Context: an optimization exercise on an open-source flow, tuned for small area. The choices shown serve that exercise and are no tape-out recipe. At most, simulation tests tie the RTL to the original design; equivalence was not proved. For runs 7 and 8, only the layout was checked, not whether the RTL still works. Power figures rest on the tool's default switching activity, not on a simulated workload.

File: design/flow/config.mk
export PLATFORM = sky130hd
export DESIGN_NAME = spi_interface
export DESIGN_NICKNAME = spi_interface
export VERILOG_FILES = /design/flow/design.v
export SDC_FILE = /design/flow/constraint.sdc
export NUM_CORES = 8
export LEC_CHECK = 0
export ABC_AREA = 0
export CAP_MARGIN = 20
export CORE_MARGIN = 2
export CORE_UTILIZATION = 75
export PLACE_DENSITY = 0.8
export SLEW_MARGIN = 20
export SYNTH_HIERARCHICAL = 1
File: design/flow/constraint.sdc
create_clock -name core_clock -period 5.0 [get_ports {clk}]
set_input_delay 1.0000 -clock core_clock [delete_from_list [all_inputs] [get_ports {clk}]]
set_output_delay 1.0000 -clock core_clock [all_outputs]
set_load 0.01 [all_outputs]
File: design/flow/flow/run.sh
#!/bin/bash
set -euo pipefail
export CTS_ARGS="-sink_clustering_enable -repair_clock_nets -dont_use_dummy_load -sink_clustering_size 13 -sink_clustering_max_diameter 35 -buf_list sky130_fd_sc_hd__buf_4"
export BUFFER_PORTS_ARGS="-buffer_cell sky130_fd_sc_hd__buf_1"
dont_use="sky130_fd_sc_hd__probe_p_8 sky130_fd_sc_hd__probec_p_8 sky130_fd_sc_hd__lpflow_*"
bash standard.sh synth > synth.log 2>&1
python3 flow/filter_lib.py $FLOW_HOME/platforms/sky130hd/lib/sky130_fd_sc_hd__tt_025C_1v80.lib restructure.lib "$dont_use"
RESTRUCTURE_RESULTS=orfs/results/sky130hd/spi_interface/base RESTRUCTURE_LIB=restructure.lib RESTRUCTURE_DONT_USE="$dont_use" \
  openroad -no_init -exit flow/restructure.tcl > restructure.log 2>&1
bash standard.sh > standard.log 2>&1
File: design/flow/design.v
module spi_interface(
    output reg          mosi,
    input               miso,
    input               clk,
    input               rst,
    output reg          RX_valid,
    output reg [7:0]    output_shift_register,
    input               TX_valid,
    input [7:0]         input_shift_register
);
genvar j, p;
function is_jc8;
    input [3:0] c;
    input integer n;
    case (n)
        0: is_jc8 = ~c[0] & ~c[3];
        1: is_jc8 =  c[0] & ~c[1];
        2: is_jc8 =  c[1] & ~c[2];
        3: is_jc8 =  c[2] & ~c[3];
        4: is_jc8 =  c[3] &  c[0];
        5: is_jc8 = ~c[0] &  c[1];
        6: is_jc8 = ~c[1] &  c[2];
        default: is_jc8 = ~c[2] & c[3];
    endcase
endfunction
reg       r_in;                                 
reg [3:0] r_bit;                                
wire      r_out = RX_valid & r_bit[0];
reg       r_p;
reg [1:0] r_m;
reg [2:0] r_q;
wire r_m0 = ~r_m[1] & ~r_m[0], r_m1 = r_m[0], r_m2 = r_m[1];    
reg       r_int;                                
wire r_k8   = (r_q == 3'd1) & ~r_p & r_m2;
wire r_k40  = r_q[2] & r_q[1] & ~r_p & r_m1;
wire r_end  = r_k40 | (r_int & r_k8);
wire r_last = r_in & is_jc8(r_bit, 7) & r_end;
wire r_odd  = r_p;                              
reg [41:0] rr [0:7];
wire miso_n = ~miso;
wire [7:0] r_next;                              
wire [5:0] r_sel = {6{r_out}} & {r_int & r_m2, ~r_int & r_m2,
                                 r_int & r_m1, ~r_int & r_m1,
                                 r_int & r_m0, ~r_int & r_m0};
generate
    for (j = 0; j < 8; j = j + 1) begin : rl
        wire here = r_in & is_jc8(r_bit, j);
        wire in_even, in_odd;                   
        spi_interface_ins ins_even (.dn(miso_n), .sn(~(here & ~r_odd)), .fb(rr[j][0]),  .y(in_even));
        spi_interface_ins ins_odd  (.dn(miso_n), .sn(~(here &  r_odd)), .fb(rr[j][21]), .y(in_odd));
        always @(posedge clk)
            rr[j] <= {in_even, rr[j][41:22], in_odd, rr[j][20:1]};
        spi_interface_pick7 pick (
            .t({rr[j][(26 + j) % 42], rr[j][(22 + j) % 42],
                rr[j][(40 + j) % 42], rr[j][(36 + j) % 42],
                rr[j][(12 + j) % 42], rr[j][(8 + j) % 42]}),
            .s(r_sel), .q(output_shift_register[7-j]), .h(~r_out),
            .y(r_next[7-j]));
    end
endgenerate
always @(posedge clk) begin
    if (r_in & (r_q == 3'd0) & ~r_p & r_m0 & is_jc8(r_bit, 1))
        r_int <= miso;
end
always @(posedge clk or posedge rst) begin
    if (rst) begin
        r_in <= 1'b0;
        RX_valid <= 1'b0;
        output_shift_register <= 8'd0;
    end else begin
        r_in <= r_in ? ~r_last : (~r_out & ~miso);
        RX_valid <= r_last | r_out;
        output_shift_register <= r_next;
    end
end
wire r_inc = r_out | (r_in & is_jc8(r_bit, 7));
always @(posedge clk) begin
    r_bit[3:1] <= (r_in & ~r_last) ? r_bit[2:0] : 3'b000;
    r_bit[0]   <= r_in ? (r_last | ~r_bit[3]) : (r_out & ~r_end);
    if (~(r_in | r_out) | r_last | (r_out & r_end)) begin
        r_p <= 1'b0;
        r_m <= 2'd0;
        r_q <= 3'd0;
    end else if (r_inc) begin
        r_p <= ~r_p;
        r_m <= {r_m[0], r_m0};
        if (r_p & r_m2)
            r_q <= r_q + 3'd1;
    end
end
reg       t_in;                                 
reg       t_out;                                
reg [2:0] t_bit;
reg [3:0] t_q;                                  
reg [1:0] t_m;                                  
wire t_m0 = ~t_m[1] & ~t_m[0], t_m1 = t_m[0], t_m2 = t_m[1];
wire t_k8   = (t_q == 4'd2) & t_m2;
wire t_k40  = t_q[3] & t_q[2] & t_q[0] & t_m1;
reg [41:0] tr [0:7];
wire [2:0] t_sn = ~({3{t_in}} & {t_m2, t_m1, t_m0});
generate
    for (j = 0; j < 8; j = j + 1) begin : tl
        wire dn = input_shift_register[7-j];   
        wire in2, in1, in0;                     
        spi_interface_ins ins2 (.dn(dn), .sn(t_sn[2]), .fb(tr[j][0]),  .y(in2));
        spi_interface_ins ins1 (.dn(dn), .sn(t_sn[1]), .fb(tr[j][35]), .y(in1));
        spi_interface_ins ins0 (.dn(dn), .sn(t_sn[0]), .fb(tr[j][28]), .y(in0));
        always @(posedge clk)
            tr[j] <= {in2, tr[j][41:36], in1, tr[j][34:29], in0, tr[j][27:1]};
    end
endgenerate
wire [15:0] t_taps;
generate
    for (j = 0; j < 8; j = j + 1) begin : ttap
        assign t_taps[2*j]   = tr[j][29 - j];
        assign t_taps[2*j+1] = tr[j][8 - j];
    end
endgenerate
wire [3:0] t_sel = {t_bit, t_q[0]};
wire [3:0] t_m4;
wire t_tap;
generate
    for (j = 0; j < 4; j = j + 1) begin : tm
        spi_interface_mux4 m (.a(t_taps[4*j +: 4]), .s(t_sel[1:0]), .y(t_m4[j]));
    end
endgenerate
spi_interface_mux4 tm4 (.a(t_m4), .s(t_sel[3:2]), .y(t_tap));
wire t_end  = (t_bit == 3'd7) & (t_k40 | (~tr[1][0] & t_k8));
always @(posedge clk or posedge rst) begin
    if (rst) begin
        t_in <= 1'b0;
        t_out <= 1'b0;
        mosi <= 1'b1;
    end else begin
        t_in <= t_in ? ~t_k40 : (~t_out & TX_valid);
        t_out <= (t_in & t_k40) | (t_out & ~t_end);
        if (t_out)
            mosi <= ~t_tap;
        else
            mosi <= ~(t_in | TX_valid);
    end
end
wire t_inc = t_in | (t_bit == 3'd7);
always @(posedge clk) begin
    if (~(t_in | t_out) | (t_in & t_k40) | (t_out & t_end)) begin
        t_bit <= 3'd0;
        t_q <= 4'd0;
        t_m <= 2'd0;
    end else begin
        if (t_out)
            t_bit <= t_bit + 3'd1;
        if (t_inc) begin
            t_m <= {t_m[0], t_m0};
            if (t_m2)
                t_q <= t_q + 4'd1;
        end
    end
end
endmodule
module spi_interface_ins(
    input  dn,
    input  sn,
    input  fb,
    output y
);
wire b;
spi_interface_nand2 g0 (.a(sn), .b(fb), .y(b));
spi_interface_o21ai g1 (.a1(dn), .a2(sn), .b1(b), .y(y));
endmodule
module spi_interface_nand2(input a, b, output y);
assign y = ~(a & b);
endmodule
module spi_interface_o21ai(input a1, a2, b1, output y);
assign y = ~((a1 | a2) & b1);
endmodule
module spi_interface_mux4(
    input [3:0] a,
    input [1:0] s,
    output      y
);
assign y = a[s];
endmodule
module spi_interface_pick7(
    input [5:0] t,
    input [5:0] s,
    input       q,
    input       h,
    output      y
);
assign y = (|(t & s)) | (q & h);
endmodule
File: design/flow/flow/filter_lib.py
# Write a copy of a liberty file without the cells the platform marks
# don't-use, for restructure (which reads the liberty file directly).
import re, sys, fnmatch
src, dst = sys.argv[1], sys.argv[2]
pats = sys.argv[3].split()
text = open(src).read()
out = []
pos = 0
for m in re.finditer(r'\n\s*cell\s*\(\s*"?([\w$]+)"?\s*\)\s*\{', text):
    name = m.group(1)
    if not any(fnmatch.fnmatch(name, p) for p in pats):
        continue
    # find the matching closing brace of this cell group
    depth = 0
    i = m.end() - 1
    while True:
        c = text[i]
        if c == '{':
            depth += 1
        elif c == '}':
            depth -= 1
            if depth == 0:
                break
        i += 1
    out.append(text[pos:m.start()])
    pos = i + 1
out.append(text[pos:])
open(dst, 'w').write(''.join(out))
File: design/flow/flow/restructure.tcl
# Resynthesise the logic between flip-flops of the synthesised design for
# area with OpenROAD's restructure (ABC), in place in 1_synth.odb. Flip-flops
# and ports are not touched.
set plat $::env(FLOW_HOME)/platforms/sky130hd
set res $::env(RESTRUCTURE_RESULTS)
read_db $res/1_synth.odb
read_liberty $plat/lib/sky130_fd_sc_hd__tt_025C_1v80.lib
read_sdc $res/1_synth.sdc
set_dont_use $::env(RESTRUCTURE_DONT_USE)
report_design_area
file mkdir restructure
# restructure reads the liberty file itself: give it one without the
# don't-use cells
restructure -target area -liberty_file $::env(RESTRUCTURE_LIB) \
  -tielo_port sky130_fd_sc_hd__conb_1/LO -tiehi_port sky130_fd_sc_hd__conb_1/HI \
  -work_dir restructure
report_design_area
write_db $res/1_synth.odb
File: design/flow/standard.sh
#!/bin/bash
# synth_recipe.tcl (not shown) runs the flow's synth.tcl, then flattens the netlist and writes it again
# the make line also repeats each setting of config.mk as NAME=value (left out here)
make -C /OpenROAD-flow-scripts/flow DESIGN_CONFIG=/design/flow/config.mk WORK_HOME=/design/flow/orfs CLKGATE_MAP_FILE= SYNTH_SCRIPT=/design/flow/synth_recipe.tcl "${@:-finish}"
==> reports/metrics.csv, run 1 <==
stage;metric;value;unit
outcome;run status;no timing/DRC/antenna violations;
setup_path;crit path DAT;3190;ps
clock_network;clk sinks;705;
layout;Layout Utilization;81.0;%
detailed_routing;via/cell ratio;5.20;
power;Max VDD drop;0.417;mV
setup_path;startpoint types;register;
layout;most common library cell in the layout ignoring fill and taps;dfxtp_1;
layout;Final Net Count;1007;
clock_network;cts bufs inserted;61;
placed_design;IO Port Bufs;21;
sta;clock period minus final worst setup slack;2760;ps
detailed_routing;antenna-violating nets left;0;
floorplanning;core area;20200;sq um
sta;Slew Limit Fails;0;
clock_network;Post-CTS Setup Inserts;0;
global_route;initial antenna violation count;2;
synth;Avg Inst Size Synth;17.0;sq um
clock_network;Hold-fix buffers, CTS;0;
detailed_routing;Iteration-0 DRC Markers;539;
setup_path;critical path endpoint category;register;
clock_network;H-tree depth;2;
global_route;vias in the first global route;6751;
global_route;GRT Total Usage;20.7;%
clock_network;deepest clock path buffer count;3;
detailed_routing;routed len/inst;17.2;microns
setup_path;crit-path max FO;11;
sta;Final setup viols;0;
placed_design;placed cells;1202;
layout;Syn-to-layout area delta;5.84;%
clock_network;Reg clk slew, reported paths;110;ps
synth;Synth Cell Area;15500;sq um
sta;Max Clk Rate;0.363;GHz
floorplanning;# rows;52;
global_route;first-pass GRT wire length;34.4;mm
layout;Non-Filler Instances;1263;
run;max cap viols;0;
synth;Gate Count Post-Synth;911;
sta;setup_tns;0;ps
placed_design;RD Place Congestion;0.796;
clock_network;post_cts resized;0;
sta;Tightest Pin Transition;1000;ps
clock_network;root buffer cell;buf_4;
detailed_routing;Via Count;6567;
sta;clock skew;52.0;ps
layout;final design instance area without fill;16400;sq um
placed_design;placed cell area;15900;sq um
global_route;grt ovf;0;
floorplanning;die span in x;148;microns
placed_design;DP HPWL;13.9;mm
floorplanning;Ports;22;
synth;syn_nets;923;
global_route;largest net degree at the start of global routing;19;
detailed_routing;DRT Pass-1 Iters;5;
layout;fraction of layout cells with a size suffix above 1;6.85;%
sta;Tcrit/Tclk final;55.1;%
clock_network;TritonCTS clock tree;yes;
power;pwr/cell area;705;nW/um^2
floorplanning;die area;21800;sq um
synth;YS warnings;11;
layout;fillcell total;1017;
floorplanning;Starting Density;76.5;%
min_path;HP Class;reg2reg;
layout;commonest cells after routing, fill and taps aside;691 x dfxtp_1, 61 x buf_4, 39 x o2bb2ai_1;
layout;ant diodes;0;
sta;Rel. slew slack;32.3;%
setup_path;critical path class;reg2reg;
clock_network;Clk Latency, worst-skew pair;630;ps
detailed_routing;DRC;0;
setup_path;worst path required time;5430;ps
power;Lkg Pwr;6.56;nW
sta;RSZ-0062 raised after global routing;no;
detailed_routing;WL final;21.8;mm
sta;Final Hold Fails;0;
floorplanning;Die Ht;148;microns
[area by class of cell]
type | instances | area [sq um] | share of cell area (%)
clock buffer | 61 | 458 | 2.79
inverter | 29 | 109 | 0.664
multi-input combinational | 177 | 1210 | 7.41
sequential | 705 | 14200 | 86.6
tap | 270 | 338 | 2.06
timing repair buffer | 21 | 78.8 | 0.481
[power by group]
group,leakage [nW],internal (mW),switching [mW]
Combinational,0.348,0.299,0.474
Clock,0.293,0.619,1.47
Sequential,5.92,7.90,0.803
Total,6.56,8.82,2.74
[worst max-delay path, cell delays in order (launching register included)]
cell and delay [ps]:
dfxtp_1 540, clkinv_1 350, nor3_1 540, o21ai_0 220, o21ai_0 830, a211oi_1 90
[worst paths after layout]
kind                                             from                   to  depth (start not counted)  slack [ps]
worst max-delay path            t_bit[0]$_SDFFE_PP0P_  t_q[3]$_SDFFE_PP0P_                          5        2240
worst min-delay path                tr[7][24]$_DFF_P_    tr[7][23]$_DFF_P_                          0         290
worst max register to register  t_bit[0]$_SDFFE_PP0P_  t_q[3]$_SDFFE_PP0P_                          5        2240
worst min register to register      tr[7][24]$_DFF_P_    tr[7][23]$_DFF_P_                          0         290
max in group asynchronous                         rst       mosi$_DFF_PP1_                          2        4250
min in group asynchronous                         rst       t_in$_DFF_PP0_                          2         340
[layer usage]
metal,share of wire (%),up-vias,track usage [%]
met2,46,236,32.8
met4,3.8,0,9.23
li1,-,3202,-
met5,0,-,0
met3,6.1,83,4.91
met1,45,3046,27.7
[through the flow]
step	power (mW)	worst slack, ps	hold WS (ps)
4_1_cts	11.6	2360	295
2_1_floorplan	8.98	2980	310
3_3_place_gp	9.42	2420	310
6_report	11.6	2240	293
5_1_grt	12.1	2010	301
3_5_place_dp	9.59	2390	312
[sequential cells by signal, summed over array words and instances, names as in the netlist]
register               flops
RX_valid                   1
mosi                       1
output_shift_register      8
r_bit                      4
r_in                       1
r_int                      1
r_m                        2
r_p                        1
r_q                        3
rr                       336
t_bit                      3
t_in                       1
t_m                        2
t_out                      1
t_q                        4
tr                       336
==> run 2, diff against run 1 <==
--- a/design/flow/design.v
+++ b/design/flow/design.v
@@ -78,5 +78,5 @@
     r_bit[3:1] <= (r_in & ~r_last) ? r_bit[2:0] : 3'b000;
     r_bit[0]   <= r_in ? (r_last | ~r_bit[3]) : (r_out & ~r_end);
-    if (~(r_in | r_out) | r_last | (r_out & r_end)) begin
+    if (~(r_in | r_out) | r_last) begin
         r_p <= 1'b0;
         r_m <= 2'd0;
@@ -143,5 +143,5 @@
 wire t_inc = t_in | (t_bit == 3'd7);
 always @(posedge clk) begin
-    if (~(t_in | t_out) | (t_in & t_k40) | (t_out & t_end)) begin
+    if (~(t_in | t_out) | (t_in & t_k40)) begin
         t_bit <= 3'd0;
         t_q <= 4'd0;
==> reports/metrics.csv, run 2 <==
stage;metric;value;unit
layout;fraction of layout cells with a size suffix above 1;7.32;%
floorplanning;Die Ht;148;microns
sta;clock period minus final worst setup slack;2360;ps
layout;Non-Filler Instances;1268;
clock_network;TritonCTS clock tree;yes;
sta;setup ws final;2640;ps
power;Max VDD drop;0.456;mV
clock_network;Post-CTS Setup Inserts;0;
setup_path;worst path buffer plus inverter count;2;
global_route;GRT Total Usage;20.2;%
floorplanning;die area;21800;sq um
detailed_routing;DRT Pass-1 Iters;5;
setup_path;startpoint types;register;
synth;Synth Cell Area;15500;sq um
setup_path;critical path class;reg2reg;
sta;Final setup viols;0;
setup_path;crit-path max FO;8;
power;Lkg Pwr;6.58;nW
placed_design;DP HPWL;13.0;mm
clock_network;deepest clock path buffer count;3;
clock_network;Reg clk slew, reported paths;110;ps
layout;fillcell total;1050;
detailed_routing;met3 WL;886;microns
detailed_routing;Via Count;6431;
detailed_routing;routed wl met2;9.26;mm
clock_network;clk sinks;705;
clock_network;post_cts resized;0;
placed_design;pre-CTS setup slack;2380;ps
sta;Max Clk Rate;0.424;GHz
power;pwr/cell area;609;nW/um^2
floorplanning;# rows;52;
power;overall power;10.0;mW
clock_network;Clk Latency, worst-skew pair;600;ps
floorplanning;Ports;22;
setup_path;worst path required time;5460;ps
global_route;largest net degree at the start of global routing;20;
sta;clock skew;58.6;ps
sta;Rel. slew slack;36.4;%
layout;commonest cells after routing, fill and taps aside;691 x dfxtp_1, 66 x buf_4, 38 x o2bb2ai_1;
clock_network;cts bufs inserted;66;
sta;Final Hold Fails;0;
setup_path;critical path endpoint category;register;
clock_network;Hold-fix buffers, CTS;0;
detailed_routing;WL final;20.9;mm
layout;most common library cell in the layout ignoring fill and taps;dfxtp_1;
global_route;vias in the first global route;6481;
global_route;first-pass GRT wire length;33.3;mm
sta;Tightest Pin Transition;944;ps
detailed_routing;via/cell ratio;5.07;
min_path;HP Class;reg2reg;
placed_design;placed cells;1201;
outcome;run status;no timing/DRC/antenna violations;
setup_path;Critical Path Max Stage Delay;610;ps
floorplanning;die span in x;148;microns
placed_design;IO Port Bufs;21;
detailed_routing;Post-Route M1 WL;10.3;mm
synth;syn_nets;922;
detailed_routing;DRC;0;
global_route;grt ovf;0;
detailed_routing;routed len/inst;16.5;microns
clock_network;H-tree depth;3;
layout;largest registers;rr: 336 flops, tr: 336 flops, output_shift_register: 8 flops;
placed_design;placed cell area;15900;sq um
setup_path;crit path DAT;2820;ps
sta;setup_tns;0;ps
layout;final design instance area without fill;16400;sq um
synth;Avg Inst Size Synth;17.0;sq um
sta;Slew Limit Fails;0;
floorplanning;Starting Density;76.5;%
layout;Final Net Count;1011;
run;max cap viols;0;
setup_path;worst path cell trace;clkinv_1 > nor4b_1 > nand2_1 > o21ai_0 > clkinv_1 > o21ai_0 > a21oi_1;
floorplanning;core area;20200;sq um
setup_path;Worst path top cell family by delay;simple AND/OR/NAND/NOR gates;
layout;Syn-to-layout area delta;6.10;%
detailed_routing;antenna-violating nets left;0;
detailed_routing;Iteration-0 DRC Markers;303;
placed_design;RD Place Congestion;0.880;
detailed_routing;top sig layer;met4;
clock_network;root buffer cell;buf_4;
sta;RSZ-0062 raised after global routing;no;
sta;Tcrit/Tclk final;47.2;%
global_route;initial antenna violation count;1;
synth;YS warnings;11;
setup_path;CP max-delay cell;nor4b_1;
synth;Gate Count Post-Synth;910;
run 2: stage by stage:
step,util (%),hold WS [ps]
floorplan,-,310
global placement,78.6,310
detailed placement,78.7,312
CTS,81.1,284
global route,81.2,293
finish,81.2,289
run 2: where the power goes:
group          total [mW]  leakage (nW)  internal [mW]  switching [mW]
sequential           7.45          5.91           7.00           0.447
clock                2.15         0.317          0.676            1.47
combinational       0.420         0.353          0.165           0.255
run 2: metal layers:
metal | GRT usage (%) | up-vias
met5 | 0 | -
met4 | 8.27 | 0
met3 | 4.63 | 44
met2 | 30.0 | 141
met1 | 29.3 | 3046
li1 | - | 3200
run 2: layout make-up:
type / instances / area (sq um) / area share (%)
Tap cell: 270 / 338 / 2.06
Antenna cell: 1 / 2.50 / 0.0152
Clock buffer: 66 / 495 / 3.02
Sequential cell: 705 / 14200 / 86.4
Multi-Input combinational cell: 176 / 1220 / 7.42
Timing Repair Buffer: 21 / 78.8 / 0.480
Inverter: 29 / 109 / 0.662
run 2: worst paths after layout:
| check | startpoint | to | slack, ps | cells past startpoint |
|---|---|---|---|---|
| worst max-delay path | t_q[0]$_SDFFE_PP0P_ | t_m[0]$_SDFFE_PP0N_ | 2640 | 7 |
| worst min-delay path | tr[5][16]$_DFF_P_ | tr[5][15]$_DFF_P_ | 290 | 0 |
| worst max register to register | t_q[0]$_SDFFE_PP0P_ | t_m[0]$_SDFFE_PP0N_ | 2640 | 7 |
| worst min register to register | tr[5][16]$_DFF_P_ | tr[5][15]$_DFF_P_ | 290 | 0 |
| max in group asynchronous | rst | r_in$_DFF_PP0_ | 4240 | 2 |
| min in group asynchronous | rst | t_in$_DFF_PP0_ | 390 | 2 |
==> run 3, diff against run 2 <==
--- a/design/flow/flow/run.sh
+++ b/design/flow/flow/run.sh
@@ -1,5 +1,5 @@
 #!/bin/bash
 set -euo pipefail
-export CTS_ARGS="-sink_clustering_enable -repair_clock_nets -dont_use_dummy_load -sink_clustering_size 13 -sink_clustering_max_diameter 35 -buf_list sky130_fd_sc_hd__buf_4"
+export CTS_ARGS="-sink_clustering_enable -repair_clock_nets -dont_use_dummy_load -sink_clustering_size 16 -sink_clustering_max_diameter 35 -buf_list {sky130_fd_sc_hd__buf_4 sky130_fd_sc_hd__buf_6}"
 export BUFFER_PORTS_ARGS="-buffer_cell sky130_fd_sc_hd__buf_1"
 dont_use="sky130_fd_sc_hd__probe_p_8 sky130_fd_sc_hd__probec_p_8 sky130_fd_sc_hd__lpflow_*"
==> reports/metrics.csv, run 3 <==
stage;metric;value;unit
sta;Tcrit/Tclk final;47.7;%
floorplanning;die area;21800;sq um
sta;clock skew;38.3;ps
setup_path;worst path required time;5400;ps
global_route;initial antenna violation count;0;
clock_network;deepest clock path buffer count;3;
layout;fraction of layout cells with a size suffix above 1;6.38;%
sta;Max Clk Rate;0.419;GHz
layout;ant diodes;0;
detailed_routing;Via Count;6433;
sta;clock period minus final worst setup slack;2390;ps
outcome;run status;no timing/DRC/antenna violations;
placed_design;RD Place Congestion;0.880;
setup_path;startpoint types;register;
global_route;vias in the first global route;6696;
detailed_routing;DRT Pass-1 Iters;5;
layout;Final Net Count;1001;
min_path;HP Class;reg2reg;
detailed_routing;WL final;22.5;mm
layout;largest registers;rr: 336 flops, tr: 336 flops, output_shift_register: 8 flops;
run;max cap viols;0;
global_route;GRT Total Usage;21.6;%
setup_path;worst path cell trace;clkinv_1 > nor4b_1 > nand2_1 > o21ai_0 > clkinv_1 > o21ai_0 > a21oi_1;
clock_network;cts bufs inserted;56;
detailed_routing;Iteration-0 DRC Markers;271;
clock_network;root buffer cell;buf_6;
floorplanning;die span in x;148;microns
synth;Avg Inst Size Synth;17.0;sq um
power;Max VDD drop;0.420;mV
floorplanning;core area;20200;sq um
layout;fillcell total;970;
clock_network;Post-CTS Setup Inserts;0;
layout;Syn-to-layout area delta;6.96;%
layout;most common library cell in the layout ignoring fill and taps;dfxtp_1;
detailed_routing;antenna-violating nets left;0;
synth;Synth Cell Area;15500;sq um
sta;Tightest Pin Transition;946;ps
floorplanning;# rows;52;
setup_path;critical path class;reg2reg;
detailed_routing;via/cell ratio;5.12;
power;Lkg Pwr;6.60;nW
global_route;largest net degree at the start of global routing;20;
sta;Slew Limit Fails;0;
power;pwr/cell area;623;nW/um^2
placed_design;IO Port Bufs;21;
clock_network;Clk Latency, worst-skew pair;560;ps
sta;RSZ-0062 raised after global routing;no;
global_route;grt ovf;0;
layout;Layout Utilization;81.9;%
placed_design;DP HPWL;13.0;mm
detailed_routing;DRC;0;
clock_network;H-tree depth;2;
layout;commonest cells after routing, fill and taps aside;691 x dfxtp_1, 56 x buf_6, 38 x o2bb2ai_1;
clock_network;Reg clk slew, reported paths;100;ps
clock_network;post_cts resized;0;
floorplanning;Ports;22;
sta;Final setup viols;0;
sta;setup_tns;0;ps
setup_path;CP max-delay cell;nor4b_1;
global_route;first-pass GRT wire length;35.3;mm
floorplanning;Die Ht;148;microns
synth;YS warnings;11;
floorplanning;Starting Density;76.5;%
setup_path;critical path endpoint category;register;
detailed_routing;routed len/inst;17.9;microns
clock_network;TritonCTS clock tree;yes;
sta;Final Hold Fails;0;
sta;Rel. slew slack;36.3;%
synth;Gate Count Post-Synth;910;
setup_path;Critical Path Max Stage Delay;610;ps
clock_network;Hold-fix buffers, CTS;0;
setup_path;crit path DAT;2790;ps
clock_network;clk sinks;705;
setup_path;crit-path max FO;8;
synth;syn_nets;922;
==> run 3: area by class of cell <==
class / instances / area, sq um / share of cell area, %
sequential: 705 / 14200 / 85.7
clock buffer: 56 / 631 / 3.81
multi-input combinational: 176 / 1220 / 7.36
tap: 270 / 338 / 2.04
inverter: 29 / 109 / 0.657
timing repair buffer: 21 / 78.8 / 0.476
==> run 3: layer usage <==
metal,up-vias,part of all wire [%],GRT usage [%]
li1,3197,-,-
met1,3035,46,29.8
met2,146,46,33.7
met3,55,5.4,5.25
met4,0,2.7,8.41
met5,-,0,0
==> run 3: path summary, 6_finish.rpt <==
kind / slack, ps / startpoint / end / cells after the start
max: 2610 / t_q[0]$_SDFFE_PP0P_ / t_m[0]$_SDFFE_PP0N_ / 7
min: 290 / rr[6][29]$_DFF_P_ / rr[6][28]$_DFF_P_ / 0
max reg2reg: 2610 / t_q[0]$_SDFFE_PP0P_ / t_m[0]$_SDFFE_PP0N_ / 7
min reg2reg: 290 / rr[6][29]$_DFF_P_ / rr[6][28]$_DFF_P_ / 0
max in group asynchronous: 4210 / rst / mosi$_DFF_PP1_ / 2
min in group asynchronous: 410 / rst / RX_valid$_DFF_PP0_ / 2
==> run 3: power breakdown <==
group | internal (mW) | total [mW] | switching, mW
Clock | 0.859 | 2.42 | 1.56
Sequential | 7.01 | 7.47 | 0.463
Combinational | 0.165 | 0.422 | 0.257
Total | 8.03 | 10.3 | 2.28
==> run 3: critical path, delay by kind of cell, from the launching register on <==
kind,cells,cell delay [ps]
AO/OA/AOI/OAI,3,590
buffers and inverters,2,440
flip-flops,1,430
AND/OR/NAND/NOR,2,790
==> run 3: through the flow <==
stage	hold WS, ps	setup slack (ps)	std cells	total power, mW	instance area (sq um)
detailed placement	312	2380	1201	8.00	15900
finish	290	2610	1257	10.3	16600
CTS	286	2270	1257	10.4	16600
global placement	310	2610	1201	7.89	15900
global route	294	2340	1257	10.8	16600
floorplan	310	3290	910	7.66	15500
==> run 4, diff against run 3 <==
--- a/design/flow/flow/run.sh
+++ b/design/flow/flow/run.sh
@@ -1,5 +1,5 @@
 #!/bin/bash
 set -euo pipefail
-export CTS_ARGS="-sink_clustering_enable -repair_clock_nets -dont_use_dummy_load -sink_clustering_size 16 -sink_clustering_max_diameter 35 -buf_list {sky130_fd_sc_hd__buf_4 sky130_fd_sc_hd__buf_6}"
+export CTS_ARGS="-sink_clustering_enable -repair_clock_nets -dont_use_dummy_load -sink_clustering_size 18 -sink_clustering_max_diameter 40 -buf_list {sky130_fd_sc_hd__buf_4 sky130_fd_sc_hd__buf_6}"
 export BUFFER_PORTS_ARGS="-buffer_cell sky130_fd_sc_hd__buf_1"
 dont_use="sky130_fd_sc_hd__probe_p_8 sky130_fd_sc_hd__probec_p_8 sky130_fd_sc_hd__lpflow_*"
==> reports/metrics.csv, run 4 <==
stage;metric;value;unit
setup_path;CP endpoint;t_m[0]$_SDFFE_PP0N_;
setup_path;R2R Setup Slk;2610;ps
clock_network;Hold-fix buffers, CTS;0;
setup_path;worst path required time;5400;ps
sta;Max Clk Rate;0.418;GHz
floorplanning;Starting Density;76.5;%
global_route;largest net degree at the start of global routing;20;
global_route;GRT Total Usage;20.4;%
synth;Avg Inst Size Synth;17.0;sq um
power;Lkg Pwr;6.54;nW
global_route;initial antenna violation count;1;
power;pwr/cell area;614;nW/um^2
detailed_routing;Iteration-0 DRC Markers;359;
min_path;HP Class;reg2reg;
placed_design;DP HPWL;13.0;mm
clock_network;cts bufs inserted;47;
synth;Gate Count Post-Synth;910;
clock_network;Clk Latency, worst-skew pair;520;ps
placed_design;placed cells;1201;
floorplanning;die span in x;148;microns
synth;Synth Cell Area;15500;sq um
setup_path;worst r2r path cells;7;
sta;Tcrit/Tclk final;47.9;%
global_route;grt ovf;0;
layout;most common library cell in the layout ignoring fill and taps;dfxtp_1;
setup_path;R2R Path End;t_m[0]$_SDFFE_PP0N_;
sta;worst hold slack;301;ps
sta;Slew Limit Fails;0;
detailed_routing;DRT Pass-1 Iters;5;
layout;Non-Filler Instances;1248;
sta;clock period minus final worst setup slack;2390;ps
setup_path;critical path endpoint category;register;
clock_network;TritonCTS clock tree;yes;
floorplanning;Ports;22;
clock_network;post_cts resized;0;
clock_network;clk sinks;705;
placed_design;pre-CTS setup slack;2380;ps
global_route;vias in the first global route;6368;
detailed_routing;via/cell ratio;5.11;
clock_network;deepest clock path buffer count;3;
sta;Final setup viols;0;
clock_network;Post-CTS Setup Inserts;0;
floorplanning;Die Ht;148;microns
min_path;Min-Delay Startpoint;rr[3][41]$_DFF_P_;
floorplanning;core area;20200;sq um
outcome;run status;no timing/DRC/antenna violations;
global_route;first-pass GRT wire length;33.8;mm
layout;Final Net Count;992;
sta;Tightest Pin Transition;952;ps
sta;setup_tns;0;ps
detailed_routing;DRC;0;
setup_path;startpoint types;register;
synth;syn_nets;922;
layout;Syn-to-layout area delta;6.30;%
sta;Rel. slew slack;35.8;%
sta;RSZ-0062 raised after global routing;no;
detailed_routing;WL final;21.4;mm
setup_path;crit path DAT;2800;ps
layout;final design instance area without fill;16500;sq um
floorplanning;die area;21800;sq um
placed_design;IO Port Bufs;21;
setup_path;critical path launch point;t_q[0]$_SDFFE_PP0P_;
floorplanning;# rows;52;
sta;clock skew;45.2;ps
layout;fraction of layout cells with a size suffix above 1;5.52;%
synth;YS warnings;11;
layout;ant diodes;0;
setup_path;R2R Path Start;t_q[0]$_SDFFE_PP0P_;
sta;Final Hold Fails;0;
run;max cap viols;0;
detailed_routing;Via Count;6373;
detailed_routing;antenna-violating nets left;0;
clock_network;H-tree depth;2;
clock_network;root buffer cell;buf_6;
clock_network;Reg clk slew, reported paths;110;ps
placed_design;RD Place Congestion;0.880;
detailed_routing;routed len/inst;17.1;microns
layout;largest registers;rr: 336 flops, tr: 336 flops, output_shift_register: 8 flops;
placed_design;placed cell area;15900;sq um
power;Max VDD drop;0.458;mV
sta;setup ws final;2610;ps
layout;commonest cells after routing, fill and taps aside;691 x dfxtp_1, 47 x buf_6, 38 x o2bb2ai_1;
setup_path;crit-path max FO;8;
setup_path;critical path class;reg2reg;
[run 4: cell types whose count changed in the layout (fill, tap and decap cells not counted)]
| cell | before | now |
|---|---|---|
| buf_6 | 56 | 47 |
[run 4: worst min-delay path by stage]
stage | cells past startpoint | slack (ps) | end
global placement | 0 | 310 | rr[6][6]$_DFF_P_
detailed placement | 0 | 310 | rr[2][3]$_DFF_P_
global route | 0 | 310 | rr[6][8]$_DFF_P_
finish | 0 | 300 | rr[3][40]$_DFF_P_
CTS | 0 | 300 | rr[3][40]$_DFF_P_
floorplan | 0 | 310 | rr[0][0]$_DFF_P_
[run 4: power by group]
| part | internal [mW] | switching [mW] | leakage, nW | total [mW] |
|---|---|---|---|---|
| clock network | 0.730 | 1.50 | 0.284 | 2.23 |
| logic | 0.165 | 0.262 | 0.353 | 0.426 |
| registers | 7.00 | 0.451 | 5.91 | 7.45 |
| total | 7.90 | 2.22 | 6.54 | 10.1 |
[run 4: cell type report]
class                      instances  area (sq um)
sequential                       705         14200
fill                            1008          3770
multi-input combinational        176          1220
clock buffer                      47           529
tap                              270           338
inverter                          29           109
timing repair buffer              21          78.8
[run 4: worst max-delay path, cell delays in order (launching register included)]
cell      delay [ps]
dfxtp_1          440
clkinv_1         230
nor4b_1          630
nand2_1          180
o21ai_0          400
clkinv_1         210
o21ai_0          130
a21oi_1           60
[run 4: through the flow]
| stage | util, % | total power [mW] |
|---|---|---|
| floorplan | - | 7.66 |
| global placement | 78.6 | 7.89 |
| detailed placement | 78.7 | 8.00 |
| CTS | 81.3 | 10.2 |
| global route | 81.4 | 10.6 |
| finish | 81.4 | 10.1 |
[run 4: per-layer routing]
metal,vias up,track usage (%),part of all wire [%]
met3,52,4.10,4.6
met4,2,6.49,2.3
li1,3176,-,-
met2,121,31.0,44
met5,-,0,0.061
met1,3022,30.2,49
==> run 5, diff against run 4 <==
--- a/design/flow/flow/run.sh
+++ b/design/flow/flow/run.sh
@@ -1,5 +1,5 @@
 #!/bin/bash
 set -euo pipefail
-export CTS_ARGS="-sink_clustering_enable -repair_clock_nets -dont_use_dummy_load -sink_clustering_size 18 -sink_clustering_max_diameter 40 -buf_list {sky130_fd_sc_hd__buf_4 sky130_fd_sc_hd__buf_6}"
+export CTS_ARGS="-sink_clustering_enable -repair_clock_nets -dont_use_dummy_load -sink_clustering_size 18 -sink_clustering_max_diameter 40 -buf_list sky130_fd_sc_hd__buf_4 -sink_clustering_buffer sky130_fd_sc_hd__buf_6"
 export BUFFER_PORTS_ARGS="-buffer_cell sky130_fd_sc_hd__buf_1"
 dont_use="sky130_fd_sc_hd__probe_p_8 sky130_fd_sc_hd__probec_p_8 sky130_fd_sc_hd__lpflow_*"
==> reports/metrics.csv, run 5 <==
stage;metric;value;unit
floorplanning;core area;20200;sq um
setup_path;critical path endpoint category;register;
sta;Tightest Pin Transition;946;ps
placed_design;RD Place Congestion;0.880;
outcome;run status;no timing/DRC/antenna violations;
layout;fraction of layout cells with a size suffix above 1;5.52;%
sta;Final setup viols;0;
sta;Rel. slew slack;36.3;%
global_route;met2 Usage GRT;31.0;%
setup_path;CP endpoint;t_m[0]$_SDFFE_PP0N_;
power;Lkg Pwr;6.54;nW
clock_network;Post-CTS Setup Inserts;0;
power;Switching Fraction;22.1;%
placed_design;IO Port Bufs;21;
synth;Avg Inst Size Synth;17.0;sq um
layout;Syn-to-layout area delta;6.20;%
clock_network;post_cts resized;0;
detailed_routing;Iteration-0 DRC Markers;382;
layout;commonest cells after routing, fill and taps aside;691 x dfxtp_1, 42 x buf_6, 38 x o2bb2ai_1;
clock_network;clk sinks;705;
setup_path;critical path launch point;t_q[0]$_SDFFE_PP0P_;
power;Max VDD drop;0.457;mV
detailed_routing;Via Count;6403;
sta;clock skew;67.8;ps
sta;RSZ-0062 raised after global routing;no;
setup_path;R2R Path Start;t_q[0]$_SDFFE_PP0P_;
layout;Non-Filler Instances;1249;
floorplanning;Starting Density;76.5;%
layout;largest registers;rr: 336 flops, tr: 336 flops, output_shift_register: 8 flops;
min_path;WHS Path Cells;0;
layout;register area;14200;sq um
global_route;initial antenna violation count;2;
setup_path;critical path class;reg2reg;
sta;Slew Limit Fails;0;
layout;Final Net Count;992;
sta;Final Hold Fails;0;
setup_path;crit path DAT;2910;ps
setup_path;startpoint types;register;
sta;Tcrit/Tclk final;48.3;%
detailed_routing;routed len/inst;17.3;microns
sta;setup_tns;0;ps
global_route;grt ovf;0;
sta;Max Clk Rate;0.414;GHz
synth;Synth Cell Area;15500;sq um
power;Pint;7.86;mW
detailed_routing;DRC;0;
floorplanning;# rows;52;
clock_network;cts bufs inserted;47;
clock_network;root buffer cell;buf_4;
floorplanning;Die Ht;148;microns
setup_path;worst path required time;5500;ps
detailed_routing;WL final;21.6;mm
global_route;met1 GRT Util;30.2;%
power;net switching power;2.23;mW
layout;fillcell total;1008;
clock_network;Hold-fix buffers, CTS;0;
layout;most common library cell in the layout ignoring fill and taps;dfxtp_1;
global_route;busiest grt layer;met2;
global_route;GRT Total Usage;20.4;%
floorplanning;Ports;22;
power;register share of total power;73.9;%
sta;clock period minus final worst setup slack;2410;ps
clock_network;H-tree depth;2;
synth;syn_nets;922;
clock_network;TritonCTS clock tree;yes;
layout;area of the multi-input gates;1220;sq um
power;Clk pwr share;21.8;%
detailed_routing;via/cell ratio;5.13;
setup_path;R2R Setup Slk;2590;ps
floorplanning;die area;21800;sq um
power;combinational share of power;4.3;%
global_route;first-pass GRT wire length;33.8;mm
setup_path;crit-path max FO;8;
min_path;HP Class;reg2reg;
power;pwr/cell area;613;nW/um^2
placed_design;DP HPWL;13.0;mm
clock_network;Reg clk slew, reported paths;120;ps
global_route;vias in the first global route;6371;
clock_network;Clk Latency, worst-skew pair;630;ps
detailed_routing;antenna-violating nets left;0;
detailed_routing;DRT Pass-1 Iters;5;
setup_path;R2R Path End;t_m[0]$_SDFFE_PP0N_;
floorplanning;die span in x;148;microns
global_route;met3 global-route usage;4.14;%
setup_path;worst r2r path cells;7;
run;max cap viols;0;
global_route;largest net degree at the start of global routing;20;
clock_network;deepest clock path buffer count;3;
synth;Gate Count Post-Synth;910;
placed_design;placed cells;1201;
synth;YS warnings;11;
run 5: worst max-delay path, cell delays in order, from the launching register on:
cell and delay, ps:
dfxtp_1 440, clkinv_1 240, nor4b_1 640, nand2_1 180
o21ai_0 400, clkinv_1 210, o21ai_0 130, a21oi_1 60
run 5: power by group through the flow:
stage                     combinational [mW]  clock, mW  sequential (mW)
after CTS                              0.426       2.26             7.48
final                                  0.434       2.20             7.45
after detailed placement               0.422          0             7.57
after floorplan                        0.305          0             7.35
after global routing                   0.478       2.46             7.58
after global placement                 0.397          0             7.50
run 5: how the worst min path moves through the flow:
stage / from / endpoint
after floorplan: rr[0][1]$_DFF_P_ / rr[0][0]$_DFF_P_
after global placement: rr[6][7]$_DFF_P_ / rr[6][6]$_DFF_P_
after detailed placement: rr[2][4]$_DFF_P_ / rr[2][3]$_DFF_P_
after CTS: rst / output_shift_register[1]$_DFF_PP0_
after global routing: rr[3][41]$_DFF_P_ / rr[3][40]$_DFF_P_
final: rr[3][41]$_DFF_P_ / rr[3][40]$_DFF_P_
run 5: final cells by class:
type                    count  share of cell area [%]
diodes                      1                  0.0152
inverters                  29                   0.662
well taps                 270                    2.05
multi-input cells         176                    7.41
flip-flops and latches    705                    86.3
repair buffers             21                   0.479
clock buffers              47                    3.10
run 5: layer usage:
layer	share of wire [%]	vias up	routed length (microns)
li1	-	3172	-
met1	48	3023	10500
met2	44	152	9510
met3	4.9	54	1060
met4	2.5	2	529
met5	0.074	-	16
run 5: metrics by stage:
stage	utilization [%]	hold slack (ps)	power, mW	cell area [sq um]	worst slack, ps
2_1_floorplan	-	310	7.66	15500	3290
3_3_place_gp	78.6	310	7.89	15900	2610
3_5_place_dp	78.7	312	8.00	15900	2380
4_1_cts	81.2	295	10.2	16400	2280
5_1_grt	81.3	299	10.5	16400	2350
6_report	81.3	275	10.1	16400	2590
==> run 6, diff against run 5 <==
--- a/design/flow/design.v
+++ b/design/flow/design.v
@@ -30,8 +30,9 @@
 reg [1:0] r_m;
 reg [2:0] r_q;
+wire r_q0 = ~r_q[2] & ~r_q[1], r_q1 = ~r_q[2] & ~r_q[0], r_q6 = ~r_q[1] & ~r_q[0];
 wire r_m0 = ~r_m[1] & ~r_m[0], r_m1 = r_m[0], r_m2 = r_m[1];    
 reg       r_int;                                
-wire r_k8   = (r_q == 3'd1) & ~r_p & r_m2;
-wire r_k40  = r_q[2] & r_q[1] & ~r_p & r_m1;
+wire r_k8   = r_q1 & ~r_p & r_m2;
+wire r_k40  = r_q6 & ~r_p & r_m1;
 wire r_end  = r_k40 | (r_int & r_k8);
 wire r_last = r_in & is_jc8(r_bit, 7) & r_end;
@@ -60,5 +61,5 @@
 endgenerate
 always @(posedge clk) begin
-    if (r_in & (r_q == 3'd0) & ~r_p & r_m0 & is_jc8(r_bit, 1))
+    if (r_in & r_q0 & ~r_p & r_m0 & is_jc8(r_bit, 1))
         r_int <= miso;
 end
@@ -81,10 +82,10 @@
         r_p <= 1'b0;
         r_m <= 2'd0;
-        r_q <= 3'd0;
+        r_q <= 3'b001;
     end else if (r_inc) begin
         r_p <= ~r_p;
         r_m <= {r_m[0], r_m0};
         if (r_p & r_m2)
-            r_q <= r_q + 3'd1;
+            r_q <= {r_q[1:0], r_q[2] ^ r_q[1]};
     end
 end
--- a/design/flow/flow/run.sh
+++ b/design/flow/flow/run.sh
@@ -1,5 +1,5 @@
 #!/bin/bash
 set -euo pipefail
-export CTS_ARGS="-sink_clustering_enable -repair_clock_nets -dont_use_dummy_load -sink_clustering_size 18 -sink_clustering_max_diameter 40 -buf_list sky130_fd_sc_hd__buf_4 -sink_clustering_buffer sky130_fd_sc_hd__buf_6"
+export CTS_ARGS="-sink_clustering_enable -repair_clock_nets -dont_use_dummy_load -sink_clustering_size 13 -sink_clustering_max_diameter 35 -buf_list sky130_fd_sc_hd__buf_4"
 export BUFFER_PORTS_ARGS="-buffer_cell sky130_fd_sc_hd__buf_1"
 dont_use="sky130_fd_sc_hd__probe_p_8 sky130_fd_sc_hd__probec_p_8 sky130_fd_sc_hd__lpflow_*"
==> reports/metrics.csv, run 6 <==
stage;metric;value;unit
outcome;run status;no timing/DRC/antenna violations;
sta;clock period minus final worst setup slack;2550;ps
clock_network;Hold-fix buffers, CTS;0;
layout;most common library cell in the layout ignoring fill and taps;dfxtp_1;
layout;Non-Filler Instances;1254;
placed_design;RD Place Congestion;0.824;
floorplanning;core area;20200;sq um
layout;commonest cells after routing, fill and taps aside;691 x dfxtp_1, 63 x buf_4, 38 x o2bb2ai_1;
synth;Avg Inst Size Synth;17.2;sq um
layout;Layout Utilization;81.0;%
synth;Gate Count Post-Synth;899;
setup_path;Worst path top cell family by delay;simple AND/OR/NAND/NOR gates;
clock_network;Reg clk slew, reported paths;110;ps
layout;final design instance area without fill;16400;sq um
placed_design;placed cells;1192;
global_route;initial antenna violation count;3;
placed_design;placed cell area;15900;sq um
min_path;HP Class;reg2reg;
clock_network;cts bufs inserted;61;
clock_network;H-tree depth;2;
floorplanning;die span in x;148;microns
synth;Synth Cell Area;15500;sq um
power;pwr/cell area;672;nW/um^2
layout;Syn-to-layout area delta;5.96;%
clock_network;Clk Latency, worst-skew pair;620;ps
sta;Tightest Pin Transition;975;ps
detailed_routing;DRT Pass-1 Iters;5;
detailed_routing;via/cell ratio;5.15;
sta;setup_tns;0;ps
floorplanning;Ports;22;
sta;Rel. slew slack;34.7;%
floorplanning;# rows;52;
global_route;vias in the first global route;6848;
clock_network;deepest clock path buffer count;3;
clock_network;TritonCTS clock tree;yes;
sta;Slew Limit Fails;0;
sta;Tcrit/Tclk final;51.1;%
placed_design;IO Port Bufs;21;
sta;RSZ-0062 raised after global routing;no;
layout;largest registers;rr: 336 flops, tr: 336 flops, output_shift_register: 8 flops;
clock_network;Post-CTS Setup Inserts;0;
clock_network;clk sinks;705;
detailed_routing;Via Count;6456;
clock_network;root buffer cell;buf_4;
detailed_routing;antenna-violating nets left;0;
setup_path;critical path class;reg2reg;
clock_network;post_cts resized;0;
setup_path;startpoint types;register;
setup_path;critical path endpoint category;register;
setup_path;worst path cell trace;clkinv_1 > nor3_1 > clkinv_1 > nor4_1 > or2_0 > o21ai_0 > o221a_1;
sta;clock skew;44.6;ps
synth;syn_nets;911;
detailed_routing;routed len/inst;17.8;microns
setup_path;critical path launch point;r_in$_DFF_PP0_;
power;Max VDD drop;0.471;mV
floorplanning;Die Ht;148;microns
layout;fillcell total;1038;
sta;Final Hold Fails;0;
setup_path;R2R Path Start;r_in$_DFF_PP0_;
detailed_routing;DRC;0;
floorplanning;Starting Density;76.5;%
setup_path;Critical Path Max Stage Delay;460;ps
setup_path;crit-path max FO;9;
setup_path;crit path DAT;3020;ps
sta;Max Clk Rate;0.392;GHz
power;Lkg Pwr;6.58;nW
synth;YS warnings;11;
setup_path;CP max-delay cell;dfrtp_1;
min_path;Min-Delay Startpoint;rr[7][2]$_DFF_P_;
run;max cap viols;0;
global_route;largest net degree at the start of global routing;17;
sta;Final setup viols;0;
layout;Final Net Count;997;
global_route;first-pass GRT wire length;36.0;mm
global_route;grt ovf;0;
setup_path;most used cell, CP;clkinv_1;
placed_design;DP HPWL;13.8;mm
global_route;GRT Total Usage;21.5;%
layout;fraction of layout cells with a size suffix above 1;7.12;%
setup_path;worst path required time;5460;ps
detailed_routing;WL final;22.4;mm
floorplanning;die area;21800;sq um
setup_path;worst path buffer plus inverter count;2;
detailed_routing;Iteration-0 DRC Markers;326;
run 6: worst reg2reg max path, cell delays in order (launching register included):
cell and delay [ps]:
dfrtp_1 460, clkinv_1 230, nor3_1 280, clkinv_1 200, nor4_1 400, or2_0 270
o21ai_0 320, o221a_1 240
run 6: where the power goes:
part	internal [mW]	total (mW)	switching (mW)
clock	0.619	2.09	1.47
sequential	7.50	8.20	0.698
combinational	0.282	0.731	0.449
run 6: layout make-up:
class                      instances  area [sq um]  area share (%)
sequential                       705         14200            86.5
tap                              270           338            2.06
antenna                            1          2.50          0.0153
inverter                          27           101           0.618
clock buffer                      61           458            2.79
multi-input combinational        167          1210            7.40
timing repair buffer              23          93.8           0.572
run 6: worst paths after layout:
check | slack (ps) | to | cells past startpoint
hold / removal | 310 | rr[7][1]$_DFF_P_ | 0
hold reg to reg | 310 | rr[7][1]$_DFF_P_ | 0
max in group asynchronous | 4200 | output_shift_register[7]$_DFF_PP0_ | 2
setup / recovery | 2450 | r_q[2]$_SDFFE_PP0P_ | 7
min in group asynchronous | 400 | t_out$_DFF_PP0_ | 2
setup reg to reg | 2450 | r_q[2]$_SDFFE_PP0P_ | 7
run 6: through the flow:
| step | power (mW) | hold WS [ps] | worst slack (ps) |
|---|---|---|---|
| 6_report | 11.0 | 312 | 2450 |
| 4_1_cts | 11.1 | 312 | 2460 |
| 3_3_place_gp | 8.88 | 310 | 2210 |
| 5_1_grt | 11.5 | 320 | 2110 |
| 3_5_place_dp | 9.03 | 312 | 2520 |
| 2_1_floorplan | 8.48 | 310 | 3040 |
run 6: layer usage:
metal / routed length, microns / vias to the layer above / track usage (%)
met4: 453 / 0 / 7.60
met2: 10800 / 175 / 35.3
met3: 970 / 39 / 4.07
li1: - / 3169 / -
met5: 0 / - / 0
met1: 10100 / 3073 / 29.3
==> run 7, diff against run 6 <==
--- a/design/flow/design.v
+++ b/design/flow/design.v
@@ -93,9 +93,11 @@
 reg       t_out;                                
 reg [2:0] t_bit;
-reg [3:0] t_q;                                  
+reg       t_u;
+reg [2:0] t_q;
 reg [1:0] t_m;                                  
 wire t_m0 = ~t_m[1] & ~t_m[0], t_m1 = t_m[0], t_m2 = t_m[1];
-wire t_k8   = (t_q == 4'd2) & t_m2;
-wire t_k40  = t_q[3] & t_q[2] & t_q[0] & t_m1;
+wire t_q1 = ~t_q[2] & ~t_q[0], t_q6 = ~t_q[1] & ~t_q[0];
+wire t_k8   = t_q1 & ~t_u & t_m2;
+wire t_k40  = t_q6 & t_u & t_m1;
 reg [41:0] tr [0:7];
 wire [2:0] t_sn = ~({3{t_in}} & {t_m2, t_m1, t_m0});
@@ -118,5 +120,5 @@
     end
 endgenerate
-wire [3:0] t_sel = {t_bit, t_q[0]};
+wire [3:0] t_sel = {t_bit, t_u};
 wire [3:0] t_m4;
 wire t_tap;
@@ -146,5 +148,6 @@
     if (~(t_in | t_out) | (t_in & t_k40)) begin
         t_bit <= 3'd0;
-        t_q <= 4'd0;
+        t_u <= 1'b0;
+        t_q <= 3'b001;
         t_m <= 2'd0;
     end else begin
@@ -154,5 +157,7 @@
             t_m <= {t_m[0], t_m0};
             if (t_m2)
-                t_q <= t_q + 4'd1;
+                t_u <= ~t_u;
+            if (t_m2 & t_u)
+                t_q <= {t_q[1:0], t_q[2] ^ t_q[1]};
         end
     end
==> reports/metrics.csv, run 7 <==
stage;metric;value;unit
setup_path;startpoint types;register;
clock_network;cts bufs inserted;66;
sta;clock skew;40.6;ps
floorplanning;# rows;52;
clock_network;TritonCTS clock tree;yes;
setup_path;critical path class;reg2reg;
min_path;WHS Path Cells;0;
layout;register area;14200;sq um
detailed_routing;routed len/inst;18.9;microns
clock_network;Hold-fix buffers, CTS;0;
detailed_routing;antenna-violating nets left;0;
setup_path;crit-path max FO;9;
layout;Layout Utilization;81.2;%
placed_design;pre-CTS setup slack;2580;ps
power;Lkg Pwr;6.58;nW
sta;Final setup viols;0;
sta;setup ws final;2470;ps
clock_network;clk sinks;705;
layout;largest registers;rr: 336 flops, tr: 336 flops, output_shift_register: 8 flops;
detailed_routing;via/cell ratio;5.18;
run;max cap viols;0;
sta;clock period minus final worst setup slack;2530;ps
setup_path;worst path required time;5440;ps
floorplanning;Die Ht;148;microns
layout;fraction of layout cells with a size suffix above 1;7.40;%
detailed_routing;DRC;0;
layout;most common library cell in the layout ignoring fill and taps;dfxtp_1;
setup_path;R2R Setup Slk;2470;ps
detailed_routing;Via Count;6515;
power;pwr/cell area;667;nW/um^2
floorplanning;die area;21800;sq um
layout;Final Net Count;1001;
min_path;HP Class;reg2reg;
sta;setup_tns;0;ps
clock_network;post_cts resized;0;
synth;Gate Count Post-Synth;900;
setup_path;worst r2r path cells;7;
power;Max VDD drop;0.431;mV
global_route;vias in the first global route;7027;
placed_design;RD Place Congestion;0.830;
floorplanning;core area;20200;sq um
layout;Syn-to-layout area delta;6.10;%
outcome;run status;no timing/DRC/antenna violations;
setup_path;R2R Path Start;r_in$_DFF_PP0_;
detailed_routing;DRT Pass-1 Iters;5;
sta;Final Hold Fails;0;
floorplanning;Ports;22;
layout;fillcell total;995;
clock_network;Clk Latency, worst-skew pair;590;ps
global_route;initial antenna violation count;1;
detailed_routing;WL final;23.8;mm
min_path;Worst Hold End;tr[6][26]$_DFF_P_;
setup_path;crit path DAT;2970;ps
sta;Slew Limit Fails;0;
sta;Tightest Pin Transition;1030;ps
global_route;first-pass GRT wire length;37.1;mm
global_route;grt ovf;0;
sta;RSZ-0062 raised after global routing;no;
synth;Avg Inst Size Synth;17.2;sq um
placed_design;DP HPWL;14.0;mm
sta;Max Clk Rate;0.395;GHz
placed_design;IO Port Bufs;21;
min_path;Min-Delay Startpoint;tr[6][27]$_DFF_P_;
clock_network;root buffer cell;buf_4;
detailed_routing;Iteration-0 DRC Markers;406;
global_route;largest net degree at the start of global routing;17;
clock_network;deepest clock path buffer count;3;
sta;Tcrit/Tclk final;50.6;%
floorplanning;die span in x;148;microns
layout;commonest cells after routing, fill and taps aside;691 x dfxtp_1, 66 x buf_4, 38 x o2bb2ai_1;
clock_network;Reg clk slew, reported paths;110;ps
clock_network;Post-CTS Setup Inserts;0;
floorplanning;Starting Density;76.5;%
setup_path;R2R Path End;r_q[2]$_SDFFE_PP0P_;
synth;syn_nets;912;
synth;YS warnings;11;
synth;Synth Cell Area;15500;sq um
sta;Rel. slew slack;30.9;%
setup_path;critical path endpoint category;register;
global_route;GRT Total Usage;22.4;%
clock_network;H-tree depth;3;
layout;area of the multi-input gates;1210;sq um
run 7: changes by cell type in the layout (fill, tap and decap cells not counted), moves of 2 or more:
cell / previous run / this run
o21ai_0: 12 / 10
a221oi_1: 10 / 12
buf_4: 63 / 66
clkinv_1: 27 / 30
run 7: power by group:
| part | internal (mW) | switching, mW | leakage, nW | total [mW] |
|---|---|---|---|---|
| clock | 0.676 | 1.52 | 0.317 | 2.19 |
| combinational | 0.290 | 0.439 | 0.343 | 0.728 |
| sequential | 7.36 | 0.683 | 5.92 | 8.04 |
| total | 8.32 | 2.64 | 6.58 | 11.0 |
run 7: per-layer routing:
| metal | global-route usage (%) | share of wire, % | wire, microns | vias up |
|---|---|---|---|---|
| met5 | 0 | 0 | 0 | - |
| met4 | 10.1 | 3.5 | 835 | 0 |
| met3 | 4.60 | 4.2 | 988 | 66 |
| met2 | 36.5 | 48 | 11500 | 181 |
| met1 | 29.4 | 44 | 10400 | 3079 |
| li1 | - | - | - | 3189 |
run 7: worst max path at each step:
stage / start / endpoint / slack (ps) / depth (start not counted)
after floorplan: r_in$_DFF_PP0_ / r_q[1]$_SDFFE_PP0P_ / 3040 / 7
after detailed placement: r_in$_DFF_PP0_ / r_m[1]$_SDFFE_PP0P_ / 2580 / 7
after global routing: r_in$_DFF_PP0_ / r_m[1]$_SDFFE_PP0P_ / 2160 / 7
final: r_in$_DFF_PP0_ / r_q[2]$_SDFFE_PP0P_ / 2470 / 7
after CTS: r_in$_DFF_PP0_ / r_q[2]$_SDFFE_PP0P_ / 2570 / 7
after global placement: r_bit[0]$_DFF_P_ / output_shift_register[5]$_DFF_PP0_ / 2340 / 4
run 7: area by class of cell:
type	count	share of cell area (%)
tap	270	2.06
timing repair buffer	21	0.480
clock buffer	66	3.02
antenna	1	0.0152
sequential	705	86.4
inverter	30	0.685
multi-input combinational	165	7.39
run 7: worst max-delay path, stage by stage (launching register included):
cell,delay [ps]
dfrtp_1,460
clkinv_1,240
nor3_1,310
clkinv_1,200
nor4_1,430
or2_0,270
o21ai_0,270
o221a_1,220
run 7: stage by stage:
stage                     std cells  hold WS (ps)  total power [mW]  instance area (sq um)
after floorplan                 900           310              8.32                  15500
after global placement         1191           310              8.70                  15900
after detailed placement       1191           312              8.85                  15900
after CTS                      1257           302              11.0                  16400
after global routing           1258           301              11.4                  16400
final                          1258           303              11.0                  16400
==> run 8, diff against run 7 <==
==> design/flow/design.v (replaced) <==
module spi_interface(
    output reg          mosi,
    input               miso,
    input               clk,
    input               rst,
    output reg          RX_valid,
    output reg [7:0]    output_shift_register,
    input               TX_valid,
    input [7:0]         input_shift_register
);
genvar j, p;
function is_jc8;
    input [3:0] c;
    input integer n;
    case (n)
        0: is_jc8 = ~c[0] & ~c[3];
        1: is_jc8 =  c[0] & ~c[1];
        2: is_jc8 =  c[1] & ~c[2];
        3: is_jc8 =  c[2] & ~c[3];
        4: is_jc8 =  c[3] &  c[0];
        5: is_jc8 = ~c[0] &  c[1];
        6: is_jc8 = ~c[1] &  c[2];
        default: is_jc8 = ~c[2] & c[3];
    endcase
endfunction
reg       r_in;                                 
reg [3:0] r_bit;                                
wire      r_out = RX_valid & r_bit[0];
reg [3:0] r_q;                                  
reg [1:0] r_m;
reg       r_int;                                
wire r_k8   = (r_q == 4'd2) & (r_m == 2'd2);
wire r_k40  = (r_q == 4'd13) & (r_m == 2'd1);
wire r_end  = r_k40 | (r_int & r_k8);
wire r_last = r_in & is_jc8(r_bit, 7) & r_end;
wire r_odd  = r_q[0] ^ r_m[0];                  
reg [41:0] rr [0:7];
wire [7:0] r_next;                              
wire [5:0] r_sel = {6{r_out}} & {r_int & (r_m == 2'd2), ~r_int & (r_m == 2'd2),
                                 r_int & (r_m == 2'd1), ~r_int & (r_m == 2'd1),
                                 r_int & (r_m == 2'd0), ~r_int & (r_m == 2'd0)};
generate
    for (j = 0; j < 8; j = j + 1) begin : rl
        wire here = r_in & is_jc8(r_bit, j);
        always @(posedge clk)
            rr[j] <= {(here & ~r_odd) ? miso : rr[j][0], rr[j][41:22],
                      (here &  r_odd) ? miso : rr[j][21], rr[j][20:1]};
        spi_interface_pick7 pick (
            .t({rr[j][(26 + j) % 42], rr[j][(22 + j) % 42],
                rr[j][(40 + j) % 42], rr[j][(36 + j) % 42],
                rr[j][(12 + j) % 42], rr[j][(8 + j) % 42]}),
            .s(r_sel), .q(output_shift_register[7-j]), .h(~r_out),
            .y(r_next[7-j]));
    end
endgenerate
always @(posedge clk) begin
    if (r_in & (r_q == 4'd0) & (r_m == 2'd0) & is_jc8(r_bit, 1))
        r_int <= miso;
end
always @(posedge clk or posedge rst) begin
    if (rst) begin
        r_in <= 1'b0;
        RX_valid <= 1'b0;
        output_shift_register <= 8'd0;
    end else begin
        r_in <= r_in ? ~r_last : (~r_out & ~miso);
        RX_valid <= r_last | r_out;
        output_shift_register <= r_next;
    end
end
wire r_inc = r_out | (r_in & is_jc8(r_bit, 7));
always @(posedge clk) begin
    if (r_in)
        r_bit <= r_last ? 4'b0001 : {r_bit[2:0], ~r_bit[3]};
    else if (~r_out | r_end)
        r_bit <= 4'b0000;
    if (~(r_in | r_out) | r_last | (r_out & r_end)) begin
        r_q <= 4'd0;
        r_m <= 2'd0;
    end else begin
        if (r_inc) begin
            if (r_m == 2'd2) begin
                r_m <= 2'd0;
                r_q <= r_q + 4'd1;
            end else begin
                r_m <= r_m + 2'd1;
            end
        end
    end
end
reg       t_in;                                 
reg       t_out;                                
reg [2:0] t_bit;
reg [3:0] t_q;                                  
reg [1:0] t_m;
wire t_k8   = (t_q == 4'd2) & (t_m == 2'd2);
wire t_k40  = (t_q == 4'd13) & (t_m == 2'd1);
reg [41:0] tr [0:7];
generate
    for (j = 0; j < 8; j = j + 1) begin : tl
        wire d = input_shift_register[7-j];
        always @(posedge clk)
            tr[j] <= {(t_in & (t_m == 2'd2)) ? d : tr[j][0], tr[j][41:36],
                      (t_in & (t_m == 2'd1)) ? d : tr[j][35], tr[j][34:29],
                      (t_in & (t_m == 2'd0)) ? d : tr[j][28], tr[j][27:1]};
    end
endgenerate
reg t_tap;
integer jj;
always @(*) begin
    t_tap = 1'b0;
    for (jj = 0; jj < 8; jj = jj + 1)
        if (t_bit == jj)
            t_tap = t_q[0] ? tr[jj][8 - jj] : tr[jj][29 - jj];
end
wire t_end  = (t_bit == 3'd7) & (t_k40 | (tr[1][0] & t_k8));
always @(posedge clk or posedge rst) begin
    if (rst) begin
        t_in <= 1'b0;
        t_out <= 1'b0;
        mosi <= 1'b1;
    end else begin
        t_in <= t_in ? ~t_k40 : (~t_out & TX_valid);
        t_out <= (t_in & t_k40) | (t_out & ~t_end);
        if (t_out)
            mosi <= t_tap;
        else
            mosi <= ~(t_in | TX_valid);
    end
end
wire t_inc = t_in | (t_bit == 3'd7);
always @(posedge clk) begin
    if (~(t_in | t_out) | (t_in & t_k40) | (t_out & t_end)) begin
        t_bit <= 3'd0;
        t_q <= 4'd0;
        t_m <= 2'd0;
    end else begin
        if (t_out)
            t_bit <= t_bit + 3'd1;
        if (t_inc) begin
            if (t_m == 2'd2) begin
                t_m <= 2'd0;
                t_q <= t_q + 4'd1;
            end else begin
                t_m <= t_m + 2'd1;
            end
        end
    end
end
endmodule
module spi_interface_pick7(
    input [5:0] t,
    input [5:0] s,
    input       q,
    input       h,
    output      y
);
assign y = (|(t & s)) | (q & h);
endmodule
==> reports/metrics.csv, run 8 <==
stage;metric;value;unit
outcome;run status;no timing/DRC/antenna violations;
layout;Final Net Count;1043;
sta;Tcrit/Tclk final;58.4;%
synth;syn_nets;952;
placed_design;RD Place Congestion;0.820;
clock_network;deepest clock path buffer count;3;
floorplanning;Starting Density;77.1;%
clock_network;H-tree depth;3;
floorplanning;Ports;22;
min_path;Min-Delay Startpoint;tr[0][22]$_DFF_P_;
sta;RSZ-0062 raised after global routing;no;
synth;Synth Cell Area;15700;sq um
min_path;HP Class;reg2reg;
global_route;largest net degree at the start of global routing;19;
layout;commonest cells after routing, fill and taps aside;687 x dfxtp_1, 68 x buf_4, 43 x clkinv_1;
layout;Layout Utilization;81.8;%
detailed_routing;DRC;0;
global_route;first-pass GRT wire length;36.3;mm
layout;fraction of layout cells with a size suffix above 1;7.19;%
sta;Final Hold Fails;0;
sta;Tightest Pin Transition;917;ps
power;Max VDD drop;0.435;mV
setup_path;crit path DAT;3450;ps
floorplanning;die span in x;149;microns
placed_design;DP HPWL;14.9;mm
setup_path;worst path required time;5530;ps
clock_network;cts bufs inserted;66;
floorplanning;Die Ht;149;microns
floorplanning;# rows;52;
global_route;vias in the first global route;6933;
clock_network;TritonCTS clock tree;yes;
power;Lkg Pwr;6.73;nW
global_route;GRT Total Usage;22.0;%
placed_design;IO Port Bufs;21;
clock_network;post_cts resized;0;
sta;setup_tns;0;ps
setup_path;critical path launch point;r_bit[0]$_SDFFCE_PN0P_;
clock_network;clk sinks;705;
floorplanning;core area;20400;sq um
sta;Slew Limit Fails;0;
sta;clock skew;65.2;ps
layout;Syn-to-layout area delta;6.10;%
setup_path;critical path endpoint category;register;
layout;largest registers;rr: 336 flops, tr: 336 flops, output_shift_register: 8 flops;
clock_network;Hold-fix buffers, CTS;0;
clock_network;Reg clk slew, reported paths;110;ps
setup_path;R2R Path Start;r_bit[0]$_SDFFCE_PN0P_;
power;pwr/cell area;701;nW/um^2
global_route;grt ovf;0;
detailed_routing;Via Count;6764;
clock_network;Post-CTS Setup Inserts;0;
synth;Avg Inst Size Synth;16.7;sq um
sta;Rel. slew slack;38.6;%
sta;clock period minus final worst setup slack;2920;ps
sta;Final setup viols;0;
synth;Gate Count Post-Synth;940;
detailed_routing;antenna-violating nets left;0;
clock_network;Clk Latency, worst-skew pair;580;ps
setup_path;critical path class;reg2reg;
detailed_routing;WL final;23.2;mm
setup_path;crit-path max FO;17;
setup_path;startpoint types;register;
floorplanning;die area;22100;sq um
run;max cap viols;0;
detailed_routing;Iteration-0 DRC Markers;367;
detailed_routing;routed len/inst;17.8;microns
synth;YS warnings;9;
sta;Max Clk Rate;0.343;GHz
clock_network;root buffer cell;buf_4;
detailed_routing;DRT Pass-1 Iters;5;
detailed_routing;via/cell ratio;5.20;
global_route;initial antenna violation count;5;
layout;most common library cell in the layout ignoring fill and taps;dfxtp_1;
-- run 8: per-layer routing --
| metal | GRT usage [%] | routed length (microns) |
|---|---|---|
| met5 | 0 | 0 |
| met3 | 5.95 | 1330 |
| met2 | 35.0 | 11000 |
| met4 | 9.10 | 707 |
| met1 | 29.0 | 10100 |
-- run 8: area by class of cell --
cell class / count / area (sq um)
Multi-Input combinational cell: 192 / 1340
Inverter: 43 / 161
Antenna cell: 2 / 5.00
Timing Repair Buffer: 23 / 93.8
Sequential cell: 705 / 14200
Clock buffer: 66 / 495
Tap cell: 270 / 338
Fill cell: 1016 / 3700
-- run 8: power breakdown --
part | total (mW) | leakage (nW) | internal (mW) | switching, mW
registers | 8.71 | 5.92 | 7.90 | 0.809
logic | 0.791 | 0.496 | 0.306 | 0.485
clock network | 2.17 | 0.317 | 0.676 | 1.49
-- run 8: final timing paths --
path	slack, ps	cells past startpoint	to
min in group asynchronous	380	2	output_shift_register[6]$_DFF_PP0_
max reg2reg	2080	7	r_q[3]$_SDFFE_PP0P_
max in group asynchronous	4190	2	t_out$_DFF_PP0_
max	2080	7	r_q[3]$_SDFFE_PP0P_
min	270	0	tr[0][21]$_DFF_P_
min reg2reg	270	0	tr[0][21]$_DFF_P_
-- run 8: critical path, cell delays in order, from the launching register on --
cell	delay, ps
edfxtp_1	450
nand2_1	610
clkinv_1	300
nor2_1	350
clkinv_1	210
a22oi_1	570
o21ai_0	240
a21oi_1	160
-- run 8: stage by stage --
stage	area [sq um]	hold slack [ps]	instances	setup WS [ps]	power, mW
after CTS	16700	270	1299	2130	11.8
after global routing	16700	254	1300	1970	12.2
final	16700	270	1301	2080	11.7
after floorplan	15700	310	940	3020	8.99
after global placement	16100	310	1233	2500	9.42
after detailed placement	16200	312	1233	2110	9.62

## what the ideal ports hide
In the flow no input, the clock included, has a driving cell. The finished layouts below were timed again as built, in two steps. Step 1 assumes that a clkbuf_16 drives the clock port and a buf_2 every other input. Step 2 times the ports against the registers' clock, not the clock port: input delays grow and output delays shrink by t, the midpoint of the rising clock arrivals with the driver on. Slacks: ideal ports / drivers / drivers and shift; pairs: ideal ports / drivers.
run | shift t [ns] | setup WS [ns]
run 1 | 0.649 | 2.243 / 2.243 / 2.243
run 2 | 0.611 | 2.641 / 2.641 / 2.641
run 3 | 0.580 | 2.614 / 2.614 / 2.614
run 4 | 0.541 | 2.607 / 2.607 / 2.607
run 5 | 0.645 | 2.587 / 2.587 / 2.587
run 6 | 0.639 | 2.446 / 2.446 / 2.446
run 7 | 0.611 | 2.471 / 2.471 / 2.471
run 8 | 0.597 | 2.080 / 2.080 / 2.080
After both steps setup and hold are still met in every run listed.
